Context: an optimization exercise on an open-source flow, tuned for small area, a short achievable clock period and few clock cycles per item. The choices shown serve that exercise and are no tape-out recipe. At most, simulation tests tie the RTL to the original design; equivalence was not proved.

==> run a: inputs <==
==> flow/design.v <==
module pixel_mem (
    input  wire         clk,
    input  wire         we,
    input  wire [7:0]   waddr,
    input  wire [7:0]   wdata,
    input  wire [255:0] tag,
    input  wire [7:0]   base0,       
    input  wire [7:0]   base1,
    input  wire [7:0]   base2,
    input  wire [7:0]   base0n,      
    input  wire [7:0]   base1n,
    input  wire [7:0]   base2n,
    output wire [23:0]  row0,
    output wire [23:0]  row1,
    output wire [23:0]  row2,
    output wire [2:0]   tag1
);
    reg [7:0] mem0 [0:63];
    reg [7:0] mem1 [0:63];
    reg [7:0] mem2 [0:63];
    reg [7:0] mem3 [0:63];
    always @(posedge clk) begin
        if (we) begin
            case (waddr[1:0])
                2'd0: mem0[waddr[7:2]] <= wdata;
                2'd1: mem1[waddr[7:2]] <= wdata;
                2'd2: mem2[waddr[7:2]] <= wdata;
                default: mem3[waddr[7:2]] <= wdata;
            endcase
        end
    end
    function [8:0] bank_read;
        input [575:0] m;
        input [5:0]   idx;
        reg   [7:0]   hi, lo;
        reg   [8:0]   grp;
        integer e, k;
        begin
            hi = 8'd1 << idx[5:3];
            lo = 8'd1 << idx[2:0];
            bank_read = 9'd0;
            for (k = 0; k < 8; k = k + 1) begin
                grp = 9'd0;
                for (e = 0; e < 8; e = e + 1)
                    grp = grp | ({9{lo[e]}} & m[9*(8*k+e) +: 9]);
                bank_read = bank_read | ({9{hi[k]}} & grp);
            end
        end
    endfunction
    function [26:0] rotate3;
        input [1:0] s;
        input [8:0] d0, d1, d2, d3;
        begin
            case (s)
                2'd0: rotate3 = {d2, d1, d0};
                2'd1: rotate3 = {d3, d2, d1};
                2'd2: rotate3 = {d0, d3, d2};
                default: rotate3 = {d1, d0, d3};
            endcase
        end
    endfunction
    wire [575:0] m0, m1, m2, m3;
    genvar g;
    generate
        for (g = 0; g < 64; g = g + 1) begin : flat
            assign m0[9*g +: 9] = {tag[4*g+0], mem0[g]};
            assign m1[9*g +: 9] = {tag[4*g+1], mem1[g]};
            assign m2[9*g +: 9] = {tag[4*g+2], mem2[g]};
            assign m3[9*g +: 9] = {tag[4*g+3], mem3[g]};
        end
    endgenerate
    wire [5:0] e0 = base0[7:2], e0n = base0n[7:2];
    wire [5:0] e1 = base1[7:2], e1n = base1n[7:2];
    wire [5:0] e2 = base2[7:2], e2n = base2n[7:2];
    wire [26:0] r0 = rotate3(base0[1:0],
                             bank_read(m0, (base0[1:0] > 2'd0) ? e0n : e0),
                             bank_read(m1, (base0[1:0] > 2'd1) ? e0n : e0),
                             bank_read(m2, (base0[1:0] > 2'd2) ? e0n : e0),
                             bank_read(m3, e0));
    wire [26:0] r1 = rotate3(base1[1:0],
                             bank_read(m0, (base1[1:0] > 2'd0) ? e1n : e1),
                             bank_read(m1, (base1[1:0] > 2'd1) ? e1n : e1),
                             bank_read(m2, (base1[1:0] > 2'd2) ? e1n : e1),
                             bank_read(m3, e1));
    wire [26:0] r2 = rotate3(base2[1:0],
                             bank_read(m0, (base2[1:0] > 2'd0) ? e2n : e2),
                             bank_read(m1, (base2[1:0] > 2'd1) ? e2n : e2),
                             bank_read(m2, (base2[1:0] > 2'd2) ? e2n : e2),
                             bank_read(m3, e2));
    assign row0 = {r0[25:18], r0[16:9], r0[7:0]};
    assign row1 = {r1[25:18], r1[16:9], r1[7:0]};
    assign row2 = {r2[25:18], r2[16:9], r2[7:0]};
    assign tag1 = {r1[26], r1[17], r1[8]};
endmodule
module median9 (
    input  wire [71:0] v_i,
    output wire [7:0]  med_o
);
    function le8;
        input [7:0] x, y;
        reg   [7:0] g, e;
        reg   [3:0] g1, e1;
        reg   [1:0] g2, e2;
        integer n;
        begin
            g = x & ~y;
            e = ~(x ^ y);
            for (n = 0; n < 4; n = n + 1) begin
                g1[n] = g[2*n+1] | (e[2*n+1] & g[2*n]);
                e1[n] = e[2*n+1] & e[2*n];
            end
            for (n = 0; n < 2; n = n + 1) begin
                g2[n] = g1[2*n+1] | (e1[2*n+1] & g1[2*n]);
                e2[n] = e1[2*n+1] & e1[2*n];
            end
            le8 = ~(g2[1] | (e2[1] & g2[0]));
        end
    endfunction
    function [4:0] count4;
        input [3:0] b;
        begin
            count4[0] = ~b[0] & ~b[1] & ~b[2] & ~b[3];
            count4[4] =  b[0] &  b[1] &  b[2] &  b[3];
            count4[1] = (b[0] ^ b[1]) & ~(b[2] | b[3]) | (b[2] ^ b[3]) & ~(b[0] | b[1]);
            count4[3] = (b[0] ^ b[1]) &  (b[2] & b[3]) | (b[2] ^ b[3]) &  (b[0] & b[1]);
            count4[2] = ~count4[0] & ~count4[1] & ~count4[3] & ~count4[4];
        end
    endfunction
    wire [7:0] v [0:8];
    genvar g;
    generate
        for (g = 0; g < 9; g = g + 1) begin : unpack
            assign v[g] = v_i[8*g +: 8];
        end
    endgenerate
    reg [80:0] le;
    reg [7:0]  prior [0:8];
    reg [4:0]  lo, hi;
    reg [8:0]  sel;
    reg [7:0]  med;
    integer i, j, n;
    always @(*) begin
        le = 81'd0;
        for (i = 0; i < 9; i = i + 1)
            for (j = i + 1; j < 9; j = j + 1)
                le[i*9+j] = le8(v[i], v[j]);
        for (i = 0; i < 9; i = i + 1) begin
            n = 0;
            prior[i] = 8'd0;
            for (j = 0; j < 9; j = j + 1) begin
                if (j < i) begin prior[i][n] = le[j*9+i];  n = n + 1; end
                if (j > i) begin prior[i][n] = ~le[i*9+j]; n = n + 1; end
            end
            lo = count4(prior[i][3:0]);
            hi = count4(prior[i][7:4]);
            sel[i] = (lo[0] & hi[4]) | (lo[1] & hi[3]) | (lo[2] & hi[2]) |
                     (lo[3] & hi[1]) | (lo[4] & hi[0]);
        end
        med = 8'd0;
        for (i = 0; i < 9; i = i + 1)
            med = med | ({8{sel[i]}} & v[i]);
    end
    assign med_o = med;
endmodule
`timescale 1ns / 1ps
module median_filter_unit(
    input  wire                                             CLK,
    input  wire                                             RST,
    input  wire  [32-1:0]                        dina_i,
    input  wire  [2 + 8-1:0]       addra_i,
    input  wire                                             wea_i,
    input  wire                                             ena_i,
    output wire  [32-1:0]                        douta_o
);
    wire [1:0] mode_w = addra_i[9:8];
    wire [7:0] addr_w = addra_i[7:0];
    wire       wr_w   = ena_i & wea_i;
    reg        start_r;
    reg [8:0]  width_r;
    reg [8:0]  height_r;
    always @(posedge CLK or negedge RST) begin
        if (!RST)
            start_r <= 1'b0;
        else if (wr_w && mode_w == 2'd1)
            start_r <= dina_i[0];
    end
    always @(posedge CLK) begin
        if (wr_w && mode_w == 2'd2) width_r  <= dina_i[8:0];
        if (wr_w && mode_w == 2'd3) height_r <= dina_i[8:0];
    end
    reg [7:0] wm1_r;     
    reg [7:0] topn_r;    
    reg [7:0] botn_r;    
    reg [7:0] last_r;    
    always @(posedge CLK) begin
        wm1_r  <= width_r[7:0] - 8'd1;
        topn_r <= 8'd3 - width_r[7:0];
        botn_r <= width_r[7:0] + 8'd3;
        last_r <= (height_r[7:0] - 8'd1) * width_r[7:0];
    end
    function [7:0] add8;
        input [7:0] x, y;
        reg   [7:0] g, p, gg, pp, g2, p2;
        integer n, step;
        begin
            g = x & y;
            p = x ^ y;
            gg = g;
            pp = p;
            for (step = 1; step < 8; step = step * 2) begin
                g2 = gg;
                p2 = pp;
                for (n = step; n < 8; n = n + 1) begin
                    g2[n] = gg[n] | (pp[n] & gg[n-step]);
                    p2[n] = pp[n] & pp[n-step];
                end
                gg = g2;
                pp = p2;
            end
            add8 = p ^ {gg[6:0], 1'b0};
        end
    endfunction
    function lt8;
        input [7:0] x, y;
        reg   [7:0] l, e;
        reg   [3:0] l1, e1;
        reg   [1:0] l2, e2;
        integer n;
        begin
            l = ~x & y;
            e = ~(x ^ y);
            for (n = 0; n < 4; n = n + 1) begin
                l1[n] = l[2*n+1] | (e[2*n+1] & l[2*n]);
                e1[n] = e[2*n+1] & e[2*n];
            end
            for (n = 0; n < 2; n = n + 1) begin
                l2[n] = l1[2*n+1] | (e1[2*n+1] & l1[2*n]);
                e2[n] = e1[2*n+1] & e1[2*n];
            end
            lt8 = l2[1] | (e2[1] & l2[0]);
        end
    endfunction
    reg [255:0] col0_w;
    integer x, d;
    always @(*) begin
        for (x = 0; x < 256; x = x + 1) begin
            col0_w[x] = 1'b0;
            for (d = 1; d <= 256; d = d + 1)
                if (x % d == 0)
                    col0_w[x] = col0_w[x] | (width_r == d);
        end
    end
    wire [7:0]  base_top_w  = add8(addr_w, ~width_r[7:0]);    
    wire [7:0]  base_mid_w  = add8(addr_w, 8'hFF);            
    wire [7:0]  base_bot_w  = add8(addr_w, wm1_r);            
    wire [7:0]  base_topn_w = add8(addr_w, topn_r);
    wire [7:0]  base_midn_w = add8(addr_w, 8'd3);
    wire [7:0]  base_botn_w = add8(addr_w, botn_r);
    wire [23:0] row_top_w, row_mid_w, row_bot_w;
    wire [2:0]  col0_mid_w;
    pixel_mem pixel_mem_inst (
        .clk(CLK),
        .we(wr_w && mode_w == 2'd0),
        .waddr(addr_w),
        .wdata(dina_i[7:0]),
        .tag(col0_w),
        .base0(base_top_w),
        .base1(base_mid_w),
        .base2(base_bot_w),
        .base0n(base_topn_w),
        .base1n(base_midn_w),
        .base2n(base_botn_w),
        .row0(row_top_w),
        .row1(row_mid_w),
        .row2(row_bot_w),
        .tag1(col0_mid_w)
    );
    wire no_top_w   = width_r[8] | lt8(addr_w, width_r[7:0]);
    wire no_bot_w   = ~lt8(addr_w, last_r);
    wire no_left_w  = col0_mid_w[1];     
    wire no_right_w = col0_mid_w[2];     
    wire [23:0] mask_col_w = {{8{~no_right_w}}, 8'hFF, {8{~no_left_w}}};
    reg [71:0] window_r;
    always @(posedge CLK) begin
        window_r <= {row_bot_w & mask_col_w & {24{~no_bot_w}},
                     row_mid_w & mask_col_w,
                     row_top_w & mask_col_w & {24{~no_top_w}}};
    end
    wire [7:0] median_w;
    median9 median9_inst (
        .v_i(window_r),
        .med_o(median_w)
    );
    assign douta_o = (mode_w == 2'd1) ? {31'd0, start_r} : {24'd0, median_w};
endmodule
==> flow/flow/run.sh <==
#!/bin/bash
# Layout flow: the standard flow, except that synthesis maps the logic
# with an area-oriented ABC script (flow/abc_area.script) in place of ORFS's
# delay-oriented one. Everything else in synthesis (register mapping,
# flattening, renaming) is the standard synthesis script, unchanged.
set -euo pipefail
work=$(pwd)
rm -rf "$work/scripts_abc"
cp -r "$FLOW_HOME/scripts" "$work/scripts_abc"
cp "$work/flow/abc_area.script" "$work/scripts_abc/abc_speed.script"
bash standard.sh SCRIPTS_DIR="$work/scripts_abc" synth > "$work/synth.log" 2>&1
bash standard.sh > "$work/layout.log" 2>&1
==> flow/flow/abc_area.script <==
strash
&get -n
&fraig -x
&put
scorr
dc2
strash
&get -n
&dch -f
&nf
&put
==> flow/standard.sh <==
#!/bin/bash
# synth_recipe.tcl (not shown) runs the flow's synth.tcl, then flattens the netlist and writes it again
# the make line also repeats each setting of config.mk as NAME=value (left out here)
make -C /OpenROAD-flow-scripts/flow DESIGN_CONFIG=/design/flow/config.mk WORK_HOME=/design/flow/orfs CLKGATE_MAP_FILE= SYNTH_SCRIPT=/design/flow/synth_recipe.tcl "${@:-finish}"
==> flow/config.mk <==
export PLATFORM = sky130hd
export DESIGN_NAME = median_filter_unit
export DESIGN_NICKNAME = median_filter_unit
export VERILOG_FILES = /design/flow/design.v
export SDC_FILE = /design/flow/constraint.sdc
export NUM_CORES = 4
export LEC_CHECK = 0
export CAP_MARGIN = 20
export CELL_PAD_IN_SITES_DETAIL_PLACEMENT = 1
export CELL_PAD_IN_SITES_GLOBAL_PLACEMENT = 2
export CORE_MARGIN = 2
export CORE_UTILIZATION = 30
export GPL_TIMING_DRIVEN = 0
export PLACE_DENSITY = 0.45
export SETUP_SLACK_MARGIN = 1.5
export SLEW_MARGIN = 20
==> flow/constraint.sdc <==
create_clock -name core_clock -period 8.0 [get_ports {CLK}]
set_input_delay 1.6000 -clock core_clock [delete_from_list [all_inputs] [get_ports {CLK}]]
set_output_delay 1.6000 -clock core_clock [all_outputs]
set_load 0.01 [all_outputs]
==> inputs of run b, as changes to run a <==
--- a/flow/design.v
+++ b/flow/design.v
@@ -33,17 +33,9 @@
         input [575:0] m;
         input [5:0]   idx;
-        reg   [7:0]   hi, lo;
-        reg   [8:0]   grp;
-        integer e, k;
-        begin
-            hi = 8'd1 << idx[5:3];
-            lo = 8'd1 << idx[2:0];
+        integer e;
+        begin
             bank_read = 9'd0;
-            for (k = 0; k < 8; k = k + 1) begin
-                grp = 9'd0;
-                for (e = 0; e < 8; e = e + 1)
-                    grp = grp | ({9{lo[e]}} & m[9*(8*k+e) +: 9]);
-                bank_read = bank_read | ({9{hi[k]}} & grp);
-            end
+            for (e = 0; e < 64; e = e + 1)
+                bank_read = bank_read | ({9{idx == e}} & m[9*e +: 9]);
         end
     endfunction
==> flow/run.sh (new file) <==
#!/bin/bash
# synth_recipe.tcl (not shown) runs the flow's synth.tcl, then flattens the netlist and writes it again
# the make line also repeats each setting of config.mk as NAME=value (left out here)
make -C /OpenROAD-flow-scripts/flow DESIGN_CONFIG=/design/flow/config.mk WORK_HOME=/design/flow/orfs CLKGATE_MAP_FILE= SYNTH_SCRIPT=/design/flow/synth_recipe.tcl finish
- CELL_PAD_IN_SITES_DETAIL_PLACEMENT: 1 -> not set
- CELL_PAD_IN_SITES_GLOBAL_PLACEMENT: 2 -> not set
- PLACE_DENSITY: 0.45 -> not set
removed: flow/flow/run.sh
removed: flow/flow/abc_area.script
removed: flow/standard.sh
==> summary of the runs <==
Run b stopped in global routing, error GRT-0232. Run a produced a clean layout.
In run a the area after synthesis is lower than in run b, by 16%.
Between run a and run b, the lower synthesized cell count is in run a (gap about 30%, measured against run b).
==> figures <==
| metric | run a | run b |
|---|---|---|
| Synth Area in Compound Gates | 27.3% | 27.5% |
| Adder-cell share of the synthesized area | 4.59% | 3.85% |
| Seq/Total Area, Yosys | 56.1% | 47.0% |
| Parity-gate share of the synthesized area counting xor and xnor cells | 0.636% | 0.599% |
| Share of cell area taken by muxes after synthesis | 0.383% | 1.62% |
| Mapped cell area | 114000 um2 | 136000 um2 |
| Initial cell density of the core | 30.1% | 30.1% |
| Die Y-Extent | 621 um | 678 um |
| Number of placement rows | 226 | 247 |
| Post-CTS Setup Inserts | 114 | 137 |
| Run status | timing/DRC/antenna clean | did not finish |
| Failing step | - | global routing |
| Gate count after technology mapping | 9148 | 13400 |
| Number of input and output port buffers inserted | 30 | 29 |
| Share of Yosys cell area claimed by the top area cell type | 54.3% | 45.5% |
Testbench counts of run a, summed over its fixed seeds: cycles 48, pixels 6,138.
No functional check of the RTL was part of run b.

[what the ideal ports hide]
How much do the figures lean on ideal ports? The routed layout below was timed once more, with nothing changed but the port constraints. Step 1 (the two cells are an assumption about what drives the block):
set clk [get_ports {CLK}]
set_driving_cell -lib_cell sky130_fd_sc_hd__clkbuf_16 $clk
set_driving_cell -lib_cell sky130_fd_sc_hd__buf_2 [delete_from_list [all_inputs] $clk]
Step 2, shift: input delay + t, output delay - t, t = (earliest + latest rising clock arrival at the registers) / 2. This alone moves slack from input paths to output paths. Slacks: no drivers / after step 1 / after step 2; pairs: no drivers / after step 1.
run: run a
t (ns): 1.043
slack for setup (ns): 0.925 / 0.815 / 0.106
hold WS [ns]: 0.520 / 0.520 / 0.520
After both steps run a still meets setup and hold. For run a, drivers alone change the setup slack by -0.110 ns; drivers and shift together by -0.819 ns.
